This is an optimization exercise on Yosys and OpenROAD, whose aim is small area, a short achievable clock period and few clock cycles, not a production implementation.
Where RTL was checked, it was by simulation tests only, not by an equivalence proof against the original.

the baseline:
Design geofence, start of the top module:
module geofence (clk, reset, X, Y, valid, is_inside);
input clk;
input reset;
input [9:0] X;
input [9:0] Y;
output reg valid;
output reg is_inside;
reg [3:0] ph;
reg [9:0] rx, ry;                  
reg vxs, vys;                      
reg [9:0] vxm, vym;                
reg [21:0] ao, bo, vp;
reg sa, sb;
wire [21:0] ae = sa ? vp : ao;
wire [21:0] be = sb ? vp : bo;
wire axs = ae[21], ays = ae[20];
wire [9:0] axm = ae[19:10], aym = ae[9:0];
wire bxs = be[21], bys = be[20];
wire [9:0] bxm = be[19:10], bym = be[9:0];
reg deg;                           
reg ins;                           
wire [10:0] dx = {1'b0, X} - {1'b0, rx};
wire [10:0] dy = {1'b0, Y} - {1'b0, ry};
wire [9:0] dxm = (dx[9:0] ^ {10{dx[10]}}) + {9'd0, dx[10]};
wire [9:0] dym = (dy[9:0] ^ {10{dy[10]}}) + {9'd0, dy[10]};
wire vxz = ~|vxm;
wire vyz = ~|vym;
wire vz = vxz & vyz;               
wire a1 = axs ^ vys, a2 = ays ^ vxs;
wire b1 = bxs ^ vys, b2 = bys ^ vxs;
wire az = (~|axm | vyz) & (~|aym | vxz);
wire bz = (~|bxm | vyz) & (~|bym | vxz);
wire ca = ~a1;
wire ua_1 = ~(axm[0] & vym[0]);
wire ua_2 = ~(aym[0] & vxm[0]);
wire ua_3 = ~(axm[0] & vym[1]);
wire ua_4 = ~(aym[0] & vxm[1]);
  ...
For scale: ~1500 cells after synthesis, about 24 I/O pins.
make LEC_CHECK=0 CAP_MARGIN=20 CORE_MARGIN=2 CORE_UTILIZATION=60 SETUP_SLACK_MARGIN=5 SLEW_MARGIN=20 SYNTH_HIERARCHICAL=1 SYNTH_MINIMUM_KEEP_SIZE=0 TNS_END_PERCENT=0 finish   # period 10.0 ns
run.sh (not shown) runs the stock make flow with config.mk's settings and CLKGATE_MAP_FILE= SYNTH_SCRIPT=/design/flow/synth_recipe.tcl, a recipe that flattens the netlist after the stock synthesis.
The baseline reached the final stage; the timing, DRC and antenna checks on its layout passed.
Input changes introduced in the candidate (baseline for comparison: the baseline):
diff --git a/flow/design.v b/flow/design.v
--- a/flow/design.v
+++ b/flow/design.v
@@ -3,26 +3,20 @@
 input reset;
 input [9:0] X;
 input [9:0] Y;
 output reg valid;
 output reg is_inside;
 reg [3:0] ph;
 reg [9:0] rx, ry;                  
 reg vxs, vys;                      
 reg [9:0] vxm, vym;                
-reg [21:0] ao, bo, vp;
-reg sa, sb;
-wire [21:0] ae = sa ? vp : ao;
-wire [21:0] be = sb ? vp : bo;
-wire axs = ae[21], ays = ae[20];
-wire [9:0] axm = ae[19:10], aym = ae[9:0];
-wire bxs = be[21], bys = be[20];
-wire [9:0] bxm = be[19:10], bym = be[9:0];
+reg axs, ays, bxs, bys;            
+reg [9:0] axm, aym, bxm, bym;
 reg deg;                           
 reg ins;                           
 wire [10:0] dx = {1'b0, X} - {1'b0, rx};
 wire [10:0] dy = {1'b0, Y} - {1'b0, ry};
 wire [9:0] dxm = (dx[9:0] ^ {10{dx[10]}}) + {9'd0, dx[10]};
 wire [9:0] dym = (dy[9:0] ^ {10{dy[10]}}) + {9'd0, dy[10]};
 wire vxz = ~|vxm;
 wire vyz = ~|vym;
 wire vz = vxz & vyz;               
@@ -1437,23 +1431,24 @@
 always @(posedge clk) begin
     if (ph == 4'd0) begin
         rx <= X;
         ry <= Y;
     end
     vxs <= dx[10];
     vys <= dy[10];
     vxm <= dxm;
     vym <= dym;
-    ao <= ae;
-    bo <= be;
-    vp <= {vxs, vys, vxm, vym};
-    sa <= first | new_a;
-    sb <= first | new_b;
+    if (first | new_a) begin
+        axs <= vxs; ays <= vys; axm <= vxm; aym <= vym;
+    end
+    if (first | new_b) begin
+        bxs <= vxs; bys <= vys; bxm <= vxm; bym <= vym;
+    end
     deg <= first | (deg & ~new_a & ~new_b);
     ins <= ins_nx;
     if (ph == 4'd7)
         is_inside <= ins_nx;
 end
 endmodule
 module geofence_fa (a, b, c, s, co);
 input a, b, c;
 output s, co;
### Flow results
The candidate vs the baseline: cell count down in the candidate. Share of the clock period used by the worst path was lower in the candidate than in the baseline. Compared to the baseline, the candidate was floorplanned on a smaller die. Min final-layout fill cell count across the baseline and the candidate: the candidate. Min setup slack after layout across the baseline and the candidate: the baseline. The candidate vs. the baseline: wire length of the first global-routing pass went down by about 4.6%. The candidate improves on the baseline in final area. Re synthesized net count: the baseline and the candidate aren't equal, and the higher value belongs to the baseline. The candidate vs the baseline — global-route usage dropped 0.75 points.
Testbench counts of the candidate, summed over its fixed seeds: cycles 21,600.
No functional check of the RTL was part of the baseline.

==> afterwards: timing with drivers on the ports <==
Ports are ideal in the flow. The routed layouts listed here were re-timed in OpenROAD.
Step 1 (the two cells are an assumption about what drives the block):
set clk [get_ports {clk}]
set_driving_cell -lib_cell sky130_fd_sc_hd__clkbuf_16 $clk
set_driving_cell -lib_cell sky130_fd_sc_hd__buf_2 [delete_from_list [all_inputs] $clk]
Step 2 moves the port delays by t, midway between the first and last clock arrival at a register: inputs arrive t later, outputs are due t later. That takes back most of the time a late clock gives input paths.
Three values: ideal ports, drivers, drivers and shift; two values: the first two.
run | shift t [ns] | setup slack, ns | worst setup path after step 2 | worst register clock-pin slew, ns | cell pins on the clock port's net
the baseline | 0.461 | 4.211 / 4.211 / 4.018 | input to register | 0.06 / 0.06 | 1
the candidate | 0.382 | 4.354 / 4.354 / 4.190 | input to register | 0.06 / 0.06 | 1
After both steps every run listed still meets setup and hold. For the baseline, which loses most, drivers alone change the setup slack by 0.000 ns; drivers and shift together by -0.193 ns.
